Source: an optimization exercise on an open RTL-to-GDS flow (aim: small area). Production flows keep margins and buffers that such runs may drop.
At most, simulation tests tie the RTL to the original design; equivalence was not proved.
Function not checked in run 1: the RTL went through the layout flow alone.
Power figures rest on the tool's default switching activity, not on a simulated workload.

==> flow/design.v, too long to show whole: its modules and the start of the top module <==
// module color_tracker: 1503 lines
// module fa: 4 lines
// module ha: 4 lines
module color_tracker
(
    input   wire        clk         ,
    input   wire        rst_n       ,
    output  wire [15:0] pix_addr    ,
    output  wire        pix_rden    ,
    input   wire [15:0] pix_data    ,
    output  wire [7:0]  vga_r       ,
    output  wire [7:0]  vga_g       ,
    output  wire [7:0]  vga_b       ,
    output  reg         th_hsync    ,
    output  reg         th_vsync    ,
    output  wire [31:0] x_error     ,
    output  wire [31:0] h_error
 ) ;
function rge;
    input [15:0] a;
    input [15:0] b;
    integer i;
    reg c;
    begin
        c = 1'b1;
        for (i = 0; i < 16; i = i + 1)
            c = (a[i] & ~b[i]) | (~(a[i] ^ b[i]) & c);
  // ...
==> flow/run.sh <==
#!/bin/bash
# synth_recipe.tcl (not shown) runs the flow's synth.tcl, then flattens the netlist and writes it again
# the make line also repeats each setting of config.mk as NAME=value (left out here)
make -C /OpenROAD-flow-scripts/flow DESIGN_CONFIG=/design/flow/config.mk WORK_HOME=/design/flow/orfs CLKGATE_MAP_FILE= SYNTH_SCRIPT=/design/flow/synth_recipe.tcl finish
==> flow/config.mk <==
export PLATFORM = sky130hd
export DESIGN_NAME = color_tracker
export DESIGN_NICKNAME = color_tracker
export VERILOG_FILES = /design/flow/design.v
export SDC_FILE = /design/flow/constraint.sdc
export NUM_CORES = 4
export LEC_CHECK = 0
export CAP_MARGIN = 20
export CORE_MARGIN = 2
export CORE_UTILIZATION = 40
export SLEW_MARGIN = 20
export SYNTH_HIERARCHICAL = 1
==> flow/constraint.sdc <==
create_clock -name core_clock -period 12.0 [get_ports {clk}]
set_input_delay 2.4000 -clock core_clock [delete_from_list [all_inputs] [get_ports {clk}]]
set_output_delay 2.4000 -clock core_clock [all_outputs]
set_load 0.01 [all_outputs]
==> notes.md, run 1 <==
status finished with violations; Blocking Checks setup timing; antenna viol nets, final 0; # Taps 448; fin area 15500 sq um; largest net degree at the start of global routing 78; Power, Total 1.46 mW; row count 67; clock power share 0.353; Crit path max-delay family adder cells; Final setup viols 13; Fin Setup TNS -951 ps; R2R cell count 18; R2R setup slack 5870 ps; Power Sequential 0.617 mW; Primary FF master, synth dfrtp_1; reg2reg end nb0; post-cts sizing count 86; Synth top area share 0.248; vias in the first global route 9433; Cell Count, Final, Fillers Out 1781; setup bufs post-CTS 3; met1 WL 13100 um; met1 usage 0.233; Max Cap Viol 0; largest family of logic cells by synthesized area adder cells; crit share post-route 1.01; DP Cell Count 1744; Worst Setup Slack, final -77.5 ps; Post-synth ARST share 0.617; Stages on worst setup path 30
==> run 2: changes to the inputs <==
--- a/flow/design.v
+++ b/flow/design.v
@@ -714,70 +714,77 @@
 wire fs_563;
 wire fc_564;
 wire fs_565;
 wire fc_566;
 wire fs_567;
 wire fc_568;
 wire fs_569;
 wire fc_570;
-wire fs_571;
-wire fc_572;
+wire hs_571;
+wire hc_572;
 wire fs_573;
 wire fc_574;
-wire hs_575;
-wire hc_576;
+wire fs_575;
+wire fc_576;
 wire fs_577;
 wire fc_578;
 wire fs_579;
 wire fc_580;
 wire fs_581;
 wire fc_582;
-wire fs_583;
-wire fc_584;
+wire xs_583;
+wire xc_584;
 wire fs_585;
 wire fc_586;
 wire fs_587;
 wire fc_588;
 wire fs_589;
 wire fc_590;
 wire fs_591;
 wire fc_592;
 wire fs_593;
 wire fc_594;
-wire xs_595;
-wire xc_596;
-wire fs_597;
-wire fc_598;
-wire fs_599;
-wire fc_600;
-wire fs_601;
-wire fc_602;
-wire fs_603;
-wire fc_604;
-wire fs_605;
-wire fc_606;
-wire fs_607;
-wire fc_608;
-wire fs_609;
-wire fc_610;
-wire fs_611;
-wire fc_612;
-wire fs_613;
-wire fc_614;
-wire cs_615;
-wire cs_616;
-wire cs_617;
-wire cs_618;
-wire cs_619;
-wire cs_620;
-wire cs_621;
-wire cs_622;
-wire cs_623;
-wire cs_624;
+wire cs_595;
+wire cs_596;
+wire cs_597;
+wire cs_598;
+wire cs_599;
+wire cs_600;
+wire cc_601;
+wire hs_602;
+wire hc_603;
+wire fs_604;
+wire fc_605;
+wire fs_606;
+wire fc_607;
+wire fs_608;
+wire fc_609;
+wire fs_610;
+wire fc_611;
+wire fs_612;
+wire fc_613;
+wire xs_614;
+wire xc_615;
+wire fs_616;
+wire fc_617;
+wire fs_618;
+wire fc_619;
+wire fs_620;
+wire fc_621;
+wire fs_622;
+wire fc_623;
+wire fs_624;
+wire fc_625;
+wire cs_626;
+wire cs_627;
+wire cs_628;
+wire cs_629;
+wire cs_630;
+wire cs_631;
 wire [19:0] hv;
 ha u_ha1 (.a(d3[12]), .b(d3[11]), .s(hs_1), .co(hc_2));
 fa u_fa1 (.a(d3[13]), .b(d3[12]), .c(hc_2), .s(fs_3), .co(fc_4));
 fa u_fa2 (.a(d3[14]), .b(d3[13]), .c(fc_4), .s(fs_5), .co(fc_6));
 fa u_fa3 (.a(d3[15]), .b(d3[14]), .c(fc_6), .s(fs_7), .co(fc_8));
 ha u_ha2 (.a(d3[15]), .b(fc_8), .s(hs_9), .co(hc_10));
 ha u_ha3 (.a(d3[7]), .b(d3[5]), .s(hs_11), .co(hc_12));
 fa u_fa4 (.a(d3[8]), .b(d3[6]), .c(hc_12), .s(fs_13), .co(fc_14));
@@ -1240,69 +1247,75 @@
 ha u_ha75 (.a(wr_418), .b(xc_524), .s(hs_555), .co(hc_556));
 ha u_ha76 (.a(pp_332), .b(pp_340), .s(hs_557), .co(hc_558));
 fa u_fa141 (.a(hs_525), .b(pp_349), .c(hc_558), .s(fs_559), .co(fc_560));
 fa u_fa142 (.a(fs_527), .b(hc_526), .c(fc_560), .s(fs_561), .co(fc_562));
 fa u_fa143 (.a(fs_529), .b(fc_528), .c(fc_562), .s(fs_563), .co(fc_564));
 fa u_fa144 (.a(fs_531), .b(fc_530), .c(fc_564), .s(fs_565), .co(fc_566));
 fa u_fa145 (.a(fs_533), .b(fc_532), .c(fc_566), .s(fs_567), .co(fc_568));
 fa u_fa146 (.a(fs_535), .b(fc_534), .c(fc_568), .s(fs_569), .co(fc_570));
-fa u_fa147 (.a(fs_537), .b(fc_536), .c(fc_570), .s(fs_571), .co(fc_572));
-fa u_fa148 (.a(fs_539), .b(fc_538), .c(fc_572), .s(fs_573), .co(fc_574));
-ha u_ha77 (.a(fs_541), .b(fc_540), .s(hs_575), .co(hc_576));
-fa u_fa149 (.a(fs_543), .b(fc_542), .c(hc_576), .s(fs_577), .co(fc_578));
+ha u_ha77 (.a(fs_537), .b(fc_536), .s(hs_571), .co(hc_572));
+fa u_fa147 (.a(fs_539), .b(fc_538), .c(hc_572), .s(fs_573), .co(fc_574));
+fa u_fa148 (.a(fs_541), .b(fc_540), .c(fc_574), .s(fs_575), .co(fc_576));
+fa u_fa149 (.a(fs_543), .b(fc_542), .c(fc_576), .s(fs_577), .co(fc_578));
 fa u_fa150 (.a(fs_545), .b(fc_544), .c(fc_578), .s(fs_579), .co(fc_580));
 fa u_fa151 (.a(fs_547), .b(fc_546), .c(fc_580), .s(fs_581), .co(fc_582));
-fa u_fa152 (.a(fs_549), .b(fc_548), .c(fc_582), .s(fs_583), .co(fc_584));
-fa u_fa153 (.a(fs_551), .b(fc_550), .c(fc_584), .s(fs_585), .co(fc_586));
-fa u_fa154 (.a(fs_553), .b(fc_552), .c(fc_586), .s(fs_587), .co(fc_588));
-fa u_fa155 (.a(hs_555), .b(fc_554), .c(fc_588), .s(fs_589), .co(fc_590));
-fa u_fa156 (.a(~wr_419), .b(hc_556), .c(fc_590), .s(fs_591), .co(fc_592));
-fa u_fa157 (.a(wr_420), .b(wr_419), .c(fc_592), .s(fs_593), .co(fc_594));
-assign xs_595 = ~(fs_541 ^ fc_540);
-assign xc_596 = (fs_541 | fc_540);
-fa u_fa158 (.a(fs_543), .b(fc_542), .c(xc_596), .s(fs_597), .co(fc_598));
-fa u_fa159 (.a(fs_545), .b(fc_544), .c(fc_598), .s(fs_599), .co(fc_600));
-fa u_fa160 (.a(fs_547), .b(fc_546), .c(fc_600), .s(fs_601), .co(fc_602));
-fa u_fa161 (.a(fs_549), .b(fc_548), .c(fc_602), .s(fs_603), .co(fc_604));
-fa u_fa162 (.a(fs_551), .b(fc_550), .c(fc_604), .s(fs_605), .co(fc_606));
-fa u_fa163 (.a(fs_553), .b(fc_552), .c(fc_606), .s(fs_607), .co(fc_608));
-fa u_fa164 (.a(hs_555), .b(fc_554), .c(fc_608), .s(fs_609), .co(fc_610));
-fa u_fa165 (.a(~wr_419), .b(hc_556), .c(fc_610), .s(fs_611), .co(fc_612));
-fa u_fa166 (.a(wr_420), .b(wr_419), .c(fc_612), .s(fs_613), .co(fc_614));
-assign cs_615 = fc_574 ? xs_595 : hs_575;
-assign cs_616 = fc_574 ? fs_597 : fs_577;
-assign cs_617 = fc_574 ? fs_599 : fs_579;
-assign cs_618 = fc_574 ? fs_601 : fs_581;
-assign cs_619 = fc_574 ? fs_603 : fs_583;
-assign cs_620 = fc_574 ? fs_605 : fs_585;
-assign cs_621 = fc_574 ? fs_607 : fs_587;
-assign cs_622 = fc_574 ? fs_609 : fs_589;
-assign cs_623 = fc_574 ? fs_611 : fs_591;
-assign cs_624 = fc_574 ? fs_613 : fs_593;
+assign xs_583 = ~(fs_537 ^ fc_536);
+assign xc_584 = (fs_537 | fc_536);
+fa u_fa152 (.a(fs_539), .b(fc_538), .c(xc_584), .s(fs_585), .co(fc_586));
+fa u_fa153 (.a(fs_541), .b(fc_540), .c(fc_586), .s(fs_587), .co(fc_588));
+fa u_fa154 (.a(fs_543), .b(fc_542), .c(fc_588), .s(fs_589), .co(fc_590));
+fa u_fa155 (.a(fs_545), .b(fc_544), .c(fc_590), .s(fs_591), .co(fc_592));
+fa u_fa156 (.a(fs_547), .b(fc_546), .c(fc_592), .s(fs_593), .co(fc_594));
+assign cs_595 = fc_570 ? xs_583 : hs_571;
+assign cs_596 = fc_570 ? fs_585 : fs_573;
+assign cs_597 = fc_570 ? fs_587 : fs_575;
+assign cs_598 = fc_570 ? fs_589 : fs_577;
+assign cs_599 = fc_570 ? fs_591 : fs_579;
+assign cs_600 = fc_570 ? fs_593 : fs_581;
+assign cc_601 = fc_570 ? fc_594 : fc_582;
+ha u_ha78 (.a(fs_549), .b(fc_548), .s(hs_602), .co(hc_603));
+fa u_fa157 (.a(fs_551), .b(fc_550), .c(hc_603), .s(fs_604), .co(fc_605));
+fa u_fa158 (.a(fs_553), .b(fc_552), .c(fc_605), .s(fs_606), .co(fc_607));
+fa u_fa159 (.a(hs_555), .b(fc_554), .c(fc_607), .s(fs_608), .co(fc_609));
+fa u_fa160 (.a(~wr_419), .b(hc_556), .c(fc_609), .s(fs_610), .co(fc_611));
+fa u_fa161 (.a(wr_420), .b(wr_419), .c(fc_611), .s(fs_612), .co(fc_613));
+assign xs_614 = ~(fs_549 ^ fc_548);
+assign xc_615 = (fs_549 | fc_548);
+fa u_fa162 (.a(fs_551), .b(fc_550), .c(xc_615), .s(fs_616), .co(fc_617));
+fa u_fa163 (.a(fs_553), .b(fc_552), .c(fc_617), .s(fs_618), .co(fc_619));
+fa u_fa164 (.a(hs_555), .b(fc_554), .c(fc_619), .s(fs_620), .co(fc_621));
+fa u_fa165 (.a(~wr_419), .b(hc_556), .c(fc_621), .s(fs_622), .co(fc_623));
+fa u_fa166 (.a(wr_420), .b(wr_419), .c(fc_623), .s(fs_624), .co(fc_625));
+assign cs_626 = cc_601 ? xs_614 : hs_602;
+assign cs_627 = cc_601 ? fs_616 : fs_604;
+assign cs_628 = cc_601 ? fs_618 : fs_606;
+assign cs_629 = cc_601 ? fs_620 : fs_608;
+assign cs_630 = cc_601 ? fs_622 : fs_610;
+assign cs_631 = cc_601 ? fs_624 : fs_612;
 assign hv[0] = pp_331;
 assign hv[1] = hs_557;
 assign hv[2] = fs_559;
 assign hv[3] = fs_561;
 assign hv[4] = fs_563;
 assign hv[5] = fs_565;
 assign hv[6] = fs_567;
 assign hv[7] = fs_569;
-assign hv[8] = fs_571;
-assign hv[9] = fs_573;
-assign hv[10] = cs_615;
-assign hv[11] = cs_616;
-assign hv[12] = cs_617;
-assign hv[13] = cs_618;
-assign hv[14] = cs_619;
-assign hv[15] = cs_620;
-assign hv[16] = cs_621;
-assign hv[17] = cs_622;
-assign hv[18] = cs_623;
-assign hv[19] = cs_624;
+assign hv[8] = cs_595;
+assign hv[9] = cs_596;
+assign hv[10] = cs_597;
+assign hv[11] = cs_598;
+assign hv[12] = cs_599;
+assign hv[13] = cs_600;
+assign hv[14] = cs_626;
+assign hv[15] = cs_627;
+assign hv[16] = cs_628;
+assign hv[17] = cs_629;
+assign hv[18] = cs_630;
+assign hv[19] = cs_631;
 wire h_end = (h == 10'd800);
 wire h_200 = (h == 10'd200);
 always @(posedge clk or negedge rst_n) begin
     if (!rst_n)     h <= 10'd636;
     else if (h_end) h <= 10'd0;
     else            h <= h_inc;
 end
 always @(posedge clk or negedge rst_n) begin
==> run 2 against run 1 <==
Effect of this change:
- the run now finishes clean
- largest power group unchanged
- sequential share of layout area fell by 0.20 points
- via count rose by 1.0%
- highest routed layer unchanged
- cell area rose by 0.79%
- count of clock-buffer cells in the layout fell by 2
- final cell count fell by 0.11%
- worst setup slack improved by 380 ps
==> notes.md, run 2 <==
H-tree depth 4; vias in the first global route 9492 (+0.63%); # DRC 0; DP Wirelength 23400 um; clock tree buffer depth 2; crit path buf inv count 5; Layout area overhead 14.0%; Worst Setup End Kind output pin; Worst Setup Slack, final 307 ps (+385 ps); Seq cells post-synth 167; Worst Tran Pin Value 1020 ps; Detailed Routing Iterations Pass 1 6; clock latency on the worst-skew pair 440 ps; grt peak-use layer met2; worst flop-to-flop path startpoint d3[12]; synthesized net count 1599; cts bufs inserted 17; Post-synth ARST share 0.617 (unchanged); EDFF count, synth 0; Synth Warn # 7; Max Cap Viol 0 (unchanged); via-per-instance ratio 5.04; NumNets Final 1650; Core Region 33600 sq um; WP data arrival 9290 ps; Required @ worst endpoint 9600 ps; met3 GRT Util 0.0259; R2R setup slack 5810 ps (-60 ps); post-synthesis cell count 1267; Syn Area/Cell 10.8 sq um; Die H 189 um; global-route wire length before repair 49200 um; DP Cell Count 1741 (-0.17%); Fin Setup TNS 0 ps (+951 ps); clock root cell clkbuf_16; Final min period 11690 ps; Netlist cell types 72; Die X 189 um; Fin. Hold Viols 0; Synth area leader fa_1; most frequent cells in the layout 164 x fa_1, 147 x ha_1, 119 x inv_1; Synth top area share 0.244 (-0.00399); register area share after synthesis 0.284; DP Worst Slack 282 ps; Filler cells 3137; vias post-DR 8962; antenna viol nets, final 0 (unchanged); layout cell share with drive strength beyond 1 0.0766; Cell Area, Placed 14900 sq um; crit path kind reg -> out; final wirelength 29600 um; Cell Count, Final, Fillers Out 1779 (-0.11%); Max Freq 85.5 MHz; Setup crit start y1[0]; starting density of the core 0.407; synthesized area 13700 sq um; met1 usage 0.212 (-0.0203); reg2reg end nb0; Hold Path Class reg -> reg; Final setup viols 0 (-13); # IOs 125; die area 35700 sq um; RePlAce Congestion 0.840; VDD IR max 0.000135 V; largest net degree at the start of global routing 59 (-24%); category of the worst setup path launch point register; Worst path slowest cell fa_2; CP endpoint h_error[23]; Crit path largest cell delay 590 ps; Power, Total 1.51 mW (+3.5%); largest cells by area after synthesis fa_1 24%, dfrtp_1 15%, ha_1 13%, dfxtp_1 9.4%, dfstp_2 4.0%; Pwr Density 96.9 nW/um^2; Worst-path clk slew 70 ps; fin area 15600 sq um (+0.79%); sequential cell area 3880 sq um; CTS tree done; Stages on worst setup path 25 (-17%); GRT Util Overall 0.173; I/O Buffers 124; row count 67 (unchanged); crit share post-route 0.974 (-0.0321); ant diodes 0; most common cell after layout, fill and taps aside fa_1; Iter 0 DRT Violations 520; leakage 7.08 nW; initial antenna violation count 0; Rel. slew slack 0.314; GR Overflow Total 0; Multi-input gate area 8730 sq um; drt wl/cell 16.7 um; critical path's most frequent cell fa_1; final core utilization 0.465; Slew Limit Fails 0; status no timing/DRC/antenna violations; Primary FF master, synth dfrtp_1; most frequent cell after synthesis fa_1; crit-path max FO 13; Clock Sinks 167; R2R cell count 18 (unchanged); Commonest cells post-synth 167 x fa_1, 147 x ha_1, 119 x inv_1; Crit path max-delay family adder cells; met2 GRT Util 0.317; Hold Slack 328 ps; clk_skew 13.2 ps
==> run 2: cell types whose count changed in the layout (fill, tap and decap cells not counted), moves of 5 or more <==
cell,before,now
buf_2,12,0
buf_4,29,13
dlymetal6s2s_1,0,17
fa_1,131,164
fa_2,36,3
inv_6,6,1
nand3_1,32,26
nor2_1,54,37
nor2b_1,34,53
o21ai_0,16,42
==> run 2: layer usage <==
metal | part of all wire | vias up
met1 | 0.43 | 4513
met4 | 0.016 | 0
li1 | - | 4264
met5 | 0 | -
met2 | 0.52 | 157
met3 | 0.031 | 28
==> run 2: worst min-delay path by stage <==
| stage | startpoint | slack (ps) | endpoint | depth (start not counted) |
|---|---|---|---|---|
| after global routing | d1[10] | 330 | d2[10] | 0 |
| after global placement | d2[10] | 310 | d3[10] | 0 |
| after detailed placement | d1[3] | 310 | d2[3] | 0 |
| after floorplan | d1[0] | 310 | d2[0] | 0 |
| after CTS | d1[0] | 330 | d2[0] | 0 |
| final | d1[10] | 330 | d2[10] | 0 |
==> run 2: cells by family (layout without fill, tap and decap cells) <==
group	after synthesis	after routing	share of synthesized area
AOI/OAI and AO/OA	152	152	0.0733
xor gates and xnor gates	20	20	0.0128
adders and majority gates	314	314	0.378
buffers and inverters	223	287	0.0807
DFF	167	167	0.284
muxes	21	21	0.0164
other	1	1	0.000274
and+or+nand+nor	369	369	0.155
==> run 2: per-module statistics from Yosys, one instance, submodules excluded <==
module | cell area, sq um | copies in the design
fa | 20.0 | 166
ha | 12.5 | 78
color_tracker | 9400 | 1
==> run 2: timing repair <==
| item | 4_1_cts | 5_1_grt |
|---|---|---|
| resized for setup | 4 | 20 |
| pin swaps | 1 | 3 |
| endpoints found under the hold margin | 0 | 0 |
| endpoints found under the setup margin | 17 | 18 |
| setup buffers | 1 | 5 |
| hold buffers | 0 | 0 |
| gates cloned | 0 | 0 |
==> run 2: report_power, final <==
part	leakage (nW)	total, mW	internal, mW	switching [mW]
registers	1.78	0.616	0.590	0.0261
logic	5.00	0.328	0.158	0.170
clock network	0.301	0.570	0.289	0.281
total	7.08	1.51	1.04	0.478
==> run 2: layout make-up <==
cell class / count / share of cell area
inverters: 119 / 0.0286
multi-input cells: 877 / 0.559
clock buffers: 17 / 0.0272
repair buffers: 136 / 0.0877
well taps: 448 / 0.0359
clock inverters: 15 / 0.0127
flip-flops and latches: 167 / 0.249
==> run 2: worst reg2reg max path: stages (launching register included) <==
cell and delay [ps]:
dfxtp_1 410, ha_1 260, fa_1 370, fa_1 380, fa_1 560, fa_1 480
fa_1 510, inv_1 50, ha_1 270, inv_1 50, fa_1 400, fa_1 380
fa_1 390, fa_1 380, ha_1 190, ha_1 180, ha_1 280, nor4b_1 320
nand4_1 170
==> run 3: changes to the inputs <==
==> flow/flow/run.sh (new file) <==
#!/bin/bash
# The standard layout (standard.sh: the ORFS run, unchanged synthesis),
# with one change: the buffers ORFS puts on every input and output port are
# the platform's smallest buffer, sky130_fd_sc_hd__buf_1.
set -euo pipefail
bash standard.sh "BUFFER_PORTS_ARGS=-buffer_cell sky130_fd_sc_hd__buf_1" finish > standard_flow.log 2>&1
==> flow/standard.sh (new file) <==
#!/bin/bash
# synth_recipe.tcl (not shown) runs the flow's synth.tcl, then flattens the netlist and writes it again
# the make line also repeats each setting of config.mk as NAME=value (left out here)
make -C /OpenROAD-flow-scripts/flow DESIGN_CONFIG=/design/flow/config.mk WORK_HOME=/design/flow/orfs CLKGATE_MAP_FILE= SYNTH_SCRIPT=/design/flow/synth_recipe.tcl "${@:-finish}"
removed: flow/run.sh
==> run 3 against run 2 <==
Effect of this change:
- synthesized area stayed put
- still clean
- non-clock buffer count is 1 lower
- first-iteration DRC count is 4.4% higher
- cell area is 5.3% lower
- via count is 0.78% lower
- global-route usage is 0.22 points lower
==> notes.md, run 3 <==
Final setup viols 0 (unchanged); via-per-instance ratio 5.00 (-0.73%); Synth top area share 0.244 (unchanged); category of the worst setup path launch point register; Max Cap Viol 0 (unchanged); switching part of the total 0.319 (+0.00311); Filler cells 3214 (+2.5%); most frequent cell after synthesis fa_1; largest cells by area after synthesis fa_1 24%, dfrtp_1 15%, ha_1 13%, dfxtp_1 9.4%, dfstp_2 4.0%; Setup crit start x1[0]; Cell Count, Final, Fillers Out 1778 (-0.056%); clock root cell clkbuf_16; Final min period 11560 ps (-130 ps); most common cell after layout, fill and taps aside fa_1; Post-synth ARST share 0.617 (unchanged); Comb power frac 0.210 (-0.006); Worst Tran Pin Value 1020 ps (+2.86 ps); Required @ worst endpoint 9600 ps (about the same); Detailed Routing Iterations Pass 1 5 (-1); most frequent cells in the layout 165 x fa_1, 147 x ha_1, 123 x buf_1; clock power share 0.378 (+0.002); Seq cells post-synth 167 (unchanged); Iter 0 DRT Violations 543 (+4.4%); status no timing/DRC/antenna violations; EDFF count, synth 0 (unchanged); clk_skew 14.0 ps (+0.784 ps); vias post-DR 8892 (-0.78%); cts-stage hold buffer count 0 (unchanged); Core Region 33600 sq um (unchanged); row count 67 (unchanged); vias in the first global route 9452 (-0.42%); CP endpoint h_error[23]; RePlAce Congestion 0.822 (-2.2%); Sequential Power Share 0.411 (+0.004); GRT Util Overall 0.171 (-0.00220); cts bufs inserted 17 (unchanged); WP data arrival 9160 ps (-130 ps); crit share post-route 0.964 (-0.0108); clock latency on the worst-skew pair 440 ps (about the same); GR Overflow Total 0 (unchanged); initial antenna violation count 0 (unchanged); Pwr Density 101 nW/um^2 (+4.5%); H-tree depth 4 (unchanged); RSZ-0062 raised after global routing false; die area 35700 sq um (unchanged); starting density of the core 0.407 (unchanged); # DRC 0 (unchanged); synthesized area 13700 sq um (unchanged); sequential cell area 3880 sq um (unchanged); Fin Setup TNS 0 ps (unchanged); Max Freq 86.5 MHz (+1.1%); reg2reg end nb0; largest net degree at the start of global routing 66 (+12%); Worst path slowest cell fa_1; clock tree buffer depth 2 (unchanged); cell-internal power 1.02 mW (-1.5%); Synth area leader fa_1; I/O Buffers 124 (unchanged); Syn Area/Cell 10.8 sq um (unchanged); crit-path max FO 13 (unchanged); layout cell share with drive strength beyond 1 0.0722 (-0.00445); HP Start d2[4]; worst flop-to-flop path startpoint d3[12]; Die X 189 um (unchanged); Worst-path clk slew 80 ps (about the same); antenna viol nets, final 0 (unchanged); NumNets Final 1649 (-0.061%); Hold Path Class reg -> reg; critical path's most frequent cell fa_1; register area share after synthesis 0.284 (unchanged); DP Cell Count 1741 (unchanged); VDD IR max 0.000104 V (-22%); global-route wire length before repair 48400 um (-1.7%); Commonest cells post-synth 167 x fa_1, 147 x ha_1, 119 x inv_1; Primary FF master, synth dfrtp_1; Die H 189 um (unchanged); CTS tree done; R2R cell count 18 (unchanged); Clock Sinks 167 (unchanged); Rel. slew slack 0.315 (+0.000810); # IOs 125 (unchanged); crit path kind reg -> out; post-synthesis cell count 1267 (unchanged); synthesized net count 1599 (unchanged); Netlist cell types 72 (unchanged); R2R setup slack 5780 ps (-30 ps); ant diodes 0 (unchanged); Multi-input gate area 8720 sq um (-0.17%); Worst Setup End Kind output pin; Fin. Hold Viols 0 (unchanged); Layout area overhead 7.93%; drt wl/cell 16.2 um (-2.5%); leakage 6.73 nW (-5.0%); NetSw 0.477 mW (-0.10%); Synth Warn # 7 (unchanged); DP Wirelength 22800 um (-2.4%); Crit path largest cell delay 520 ps (-70 ps); Slew Limit Fails 0 (unchanged); final wirelength 28900 um (-2.6%)
run 3: modules after synthesis, one instance, submodules excluded:
| module | flip-flops and latches | cell area (sq um) | cells inside |
|---|---|---|---|
| fa | 0 | 20.0 | 1 |
| ha | 0 | 12.5 | 1 |
| color_tracker | 167 | 9400 | 1023 |
run 3: cell type report:
class                      count  share of cell area
tap                          448              0.0379
sequential                   167               0.263
inverter                     119              0.0302
timing repair buffer         135              0.0377
clock inverter                15              0.0130
multi-input combinational    877               0.590
clock buffer                  17              0.0288
run 3: layer usage:
layer  vias up  routed length, um  GRT usage
met5         -                  0          0
met4         0                491     0.0460
met3        31                989     0.0271
met2       163              15000      0.306
met1      4435              12400      0.213
li1       4263                  -          -
run 3: worst min-delay path by stage:
| stage | slack [ps] | end | depth (start not counted) |
|---|---|---|---|
| floorplan | 310 | d2[0] | 0 |
| global placement | 310 | d3[1] | 0 |
| detailed placement | 310 | d2[13] | 0 |
| CTS | 320 | d3[4] | 0 |
| global route | 340 | d3[4] | 0 |
| finish | 330 | d3[4] | 0 |
run 3: logic make-up after synthesis:
kind of cell | count (synthesis) | share of synthesized area
AND/OR/NAND/NOR | 369 | 0.155
adder cells (fa/ha/maj) | 314 | 0.378
buffers and inverters | 223 | 0.0807
flip-flops | 167 | 0.284
AO/OA/AOI/OAI | 152 | 0.0733
multiplexers | 21 | 0.0164
XOR/XNOR | 20 | 0.0128
other | 1 | 0.000274
run 3: repair_timing:
| item | in CTS | in global routing |
|---|---|---|
| endpoints found under the setup margin | 0 | 17 |
| hold endpoints to repair | 0 | 0 |
| gates resized for setup | 0 | 3 |
| buffers inserted | 0 | 5 |
run 3: per-stage QoR:
stage               instance area (sq um)  total power [mW]  hold WS (ps)  utilization  setup slack [ps]
CTS                                 14700              1.52           323        0.438               208
global route                        14800              1.60           336        0.440              9.69
global placement                    14100             0.934           311        0.420               755
detailed placement                  14100             0.946           312        0.420               706
floorplan                           13700             0.863           310            -               693
finish                              14800              1.50           327        0.440               437
run 3: power by group through the flow:
stage / clock (mW) / combinational [mW] / sequential, mW
CTS: 0.581 / 0.323 / 0.617
floorplan: 0 / 0.242 / 0.622
global route: 0.605 / 0.373 / 0.621
finish: 0.566 / 0.315 / 0.616
global placement: 0 / 0.306 / 0.628
detailed placement: 0 / 0.318 / 0.628
run 3: critical path: cells and delay by family, from the launching register on:
kind | cells | cell delay [ps]
muxes | 2 | 500
xor gates and xnor gates | 1 | 150
adders and majority gates | 18 | 6900
DFF | 1 | 400
buffers and inverters | 7 | 680
and+or+nand+nor | 1 | 70
==> run 4: changes to the inputs <==
--- a/flow/config.mk
+++ b/flow/config.mk
@@ -7,6 +7,7 @@
 export LEC_CHECK = 0
 export CAP_MARGIN = 20
 export CORE_MARGIN = 2
-export CORE_UTILIZATION = 40
+export CORE_UTILIZATION = 65
+export CTS_BUF_LIST = sky130_fd_sc_hd__clkbuf_8
 export SLEW_MARGIN = 20
 export SYNTH_HIERARCHICAL = 1
==> run 4 against run 3 <==
Effect of this change:
- largest cell class unchanged
- via count grew 0.84%
- highest routed layer unchanged
- critical path type unchanged
- fmax shrank 0.75%
- synthesized area is the same
- clock skew grew 6.6 ps
- worst setup slack lost 87 ps
==> notes.md, run 4 <==
# DRC 0 (unchanged); # IOs 125 (unchanged); crit path kind reg -> out; Max Freq 85.8 MHz (-0.75%); Stages on worst setup path 24 (-17%); clock tree buffer depth 2 (unchanged); Fin. Hold Viols 0 (unchanged); Detailed Routing Iterations Pass 1 7 (+2); crit-path max FO 13 (unchanged); RePlAce Congestion 0.911 (+11%); adder-cell share of the synthesized area 0.378 (unchanged); Clock Sinks 167 (unchanged); H-tree depth 4 (unchanged); VDD IR max 0.000164 V (+57%); vias in the first global route 9227 (-2.4%); Commonest cells post-synth 167 x fa_1, 147 x ha_1, 119 x inv_1; register area share after synthesis 0.284 (unchanged); Filler cells 1649 (-49%); synthesized net count 1599 (unchanged); most common cell after layout, fill and taps aside fa_1; Cell Count, Final, Fillers Out 1601 (-10%); Final min period 11650 ps (+87.3 ps); synthesized area 13700 sq um (unchanged); Synth Warn # 7 (unchanged); die area 22300 sq um (-38%); leakage 6.60 nW (-1.9%); initial antenna violation count 0 (unchanged); row count 53 (-21%); Pwr Density 93.7 nW/um^2 (-7.5%); GRT Util Overall 0.266 (+0.0954); RSZ-0062 raised after global routing false; via-per-instance ratio 5.60 (+12%); Worst path slowest cell fa_1; cts bufs inserted 17 (unchanged); Synth area leader fa_1; clock root cell clkbuf_8; Rel. slew slack 0.284 (-0.0304); layout cell share with drive strength beyond 1 0.0732 (+0.000972); category of the worst setup path launch point register; Compound-Gate Fraction of Synth Area 0.0733 (unchanged); Final setup viols 0 (unchanged); WP data arrival 9250 ps (+90 ps); critical path's most frequent cell fa_1; clock latency on the worst-skew pair 480 ps (+40 ps); drt wl/cell 17.4 um (+7.0%); Worst-path clk slew 110 ps (+30 ps); CTS tree done; Seq cells post-synth 167 (unchanged); Synth top area share 0.244 (unchanged); largest cells by area after synthesis fa_1 24%, dfrtp_1 15%, ha_1 13%, dfxtp_1 9.4%, dfstp_2 4.0%; Crit path largest cell delay 720 ps (+200 ps); largest family of logic cells by synthesized area adder cells; Fin Setup TNS 0 ps (unchanged); Worst Setup End Kind output pin; Crit path max-delay family adder cells; post-synthesis cell count 1267 (unchanged); XOR/XNOR Fraction of Synth Area 0.0128 (unchanged); antenna viol nets, final 0 (unchanged); Hold Slack 331 ps (+3.94 ps); cts-stage hold buffer count 0 (unchanged); Hold Path Class reg -> reg; Primary FF master, synth dfrtp_1; largest net degree at the start of global routing 67 (+1.5%); Layout area overhead 4.64%; final wirelength 27800 um (-3.7%); Required @ worst endpoint 9600 ps (about the same); Core Region 20800 sq um (-38%); DP Wirelength 21900 um (-3.9%); Hold Path Stages 0 (unchanged); R2R cell count 18 (unchanged); EDFF count, synth 0 (unchanged); Iter 0 DRT Violations 445 (-18%); critical path cell sequence inv_1, ha_1, inv_1, fa_1, fa_1, fa_1, fa_1, fa_1, fa_1, fa_1, and2_1, fa_1, fa_1, fa_1, fa_1, fa_1, fa_1, fa_1, fa_1, fa_1, mux2i_1, buf_4, mux2_4, buf_1; Syn Area/Cell 10.8 sq um (unchanged); Post-synth ARST share 0.617 (unchanged); I/O Buffers 124 (unchanged); GR Overflow Total 0 (unchanged); Worst Tran Pin Value 1070 ps (+49.4 ps); simple-gate share of the synthesized area 0.155 (unchanged); vias post-DR 8967 (+0.84%); Netlist cell types 72 (unchanged); Slew Limit Fails 0 (unchanged); NumNets Final 1645 (-0.24%); Max Cap Viol 0 (unchanged); Die H 149 um (-21%); most frequent cell after synthesis fa_1; crit path buf inv count 4 (-3); status no timing/DRC/antenna violations; DP Cell Count 1568 (-9.9%); ant diodes 0 (unchanged); clk_skew 20.5 ps (+6.55 ps); crit share post-route 0.971 (+0.00728); most frequent cells in the layout 162 x fa_1, 147 x ha_1, 123 x buf_1; global-route wire length before repair 46300 um (-4.2%); multiplexer share of the synthesized area 0.0164 (unchanged); starting density of the core 0.658 (+0.250); Die X 149 um (-21%)
[run 4: cell counts after synthesis]
Identical to the previous run, type by type.
[run 4: worst paths after layout]
| kind | startpoint | endpoint | slack (ps) |
|---|---|---|---|
| worst max-delay path | y1[0] | h_error[19] | 350 |
| worst min-delay path | d2[3] | d3[3] | 330 |
| worst max register to register | d3[12] | nb0 | 5880 |
| worst min register to register | d2[3] | d3[3] | 330 |
| max in group asynchronous | rst_n | hb[2] | 8790 |
| min in group asynchronous | rst_n | x0[3] | 1930 |
[run 4: cell type report]
cell class	count	area, sq um	share of cell area
Inverter	119	447	0.0312
Clock buffer	17	234	0.0163
Sequential cell	167	3880	0.271
Timing Repair Buffer	131	522	0.0364
Clock inverter	15	175	0.0122
Multi-Input combinational cell	877	8730	0.609
Tap cell	275	344	0.0240
[run 4: where the power goes]
group / internal [mW] / switching (mW) / leakage, nW
clock: 0.160 / 0.250 / 0.207
combinational: 0.144 / 0.172 / 4.62
sequential: 0.590 / 0.0255 / 1.78
total: 0.895 / 0.448 / 6.60
[run 4: per-module statistics from Yosys (local to each module, per instance)]
module         copies in the design  cells  flip-flops and latches
color_tracker                     1   1023                     167
fa                              166      1                       0
ha                               78      1                       0
[run 4: through the flow]
step	util	cell area (sq um)	worst slack [ps]	power (mW)
6_report	0.688	14300	350	1.34
5_1_grt	0.688	14300	2.80	1.43
4_1_cts	0.687	14300	46.3	1.36
3_5_place_dp	0.667	13900	514	0.946
3_3_place_gp	0.667	13900	767	0.933
2_1_floorplan	-	13700	693	0.863
[run 4: what timing repair did]
item | 4_1_cts | 5_1_grt
resized for setup | 1 | 5
gates cloned | 0 | 0
setup buffers | 0 | 1
pin swaps | 0 | 2
endpoints found under the setup margin | 13 | 17
[run 4: logic make-up after synthesis]
| logic type | count (synthesis) |
|---|---|
| AO/OA/AOI/OAI | 152 |
| XOR/XNOR | 20 |
| adder cells (fa/ha/maj) | 314 |
| buffers and inverters | 223 |
| flip-flops | 167 |
| multiplexers | 21 |
| other | 1 |
| AND/OR/NAND/NOR | 369 |
[run 4: per-layer routing]
| layer | track usage | wire, um | share of wire | vias to the layer above |
|---|---|---|---|---|
| li1 | - | - | - | 4245 |
| met1 | 0.338 | 11600 | 0.42 | 4467 |
| met2 | 0.463 | 14500 | 0.52 | 195 |
| met3 | 0.0394 | 869 | 0.031 | 60 |
| met4 | 0.100 | 893 | 0.032 | 0 |
| met5 | 0 | 0 | 0 | - |

==> separate check: timing with driven ports <==
The results above use ideal ports. As a check the final layouts listed here were re-extracted and re-timed, cells and wires unchanged.
Step 1 sets driving cells, clkbuf_16 on the clock port and buf_2 on the other inputs (assumed; they add their load-dependent delay and slew).
Step 2 adds t to the input delays and takes it off the output delays; t is the mean of the earliest and latest rising clock arrival at the registers after step 1. Input paths then give back, and output paths get back, about the clock's delay inside the block.
a / b / c = ideal / step 1 / step 2; a / b = the first two.
| run | shift t [ns] | slack for setup (ns) | worst setup path at the end | latest minus earliest clock arrival (ns) |
|---|---|---|---|---|
| run 1 | 0.474 | -0.078 / -0.127 / 0.347 | register to output | 0.011 / 0.011 |
| run 2 | 0.477 | 0.307 / 0.262 / 0.739 | register to output | 0.014 / 0.014 |
| run 3 | 0.483 | 0.437 / 0.391 / 0.874 | register to output | 0.014 / 0.014 |
| run 4 | 0.506 | 0.350 / 0.312 / 0.818 | register to output | 0.023 / 0.022 |
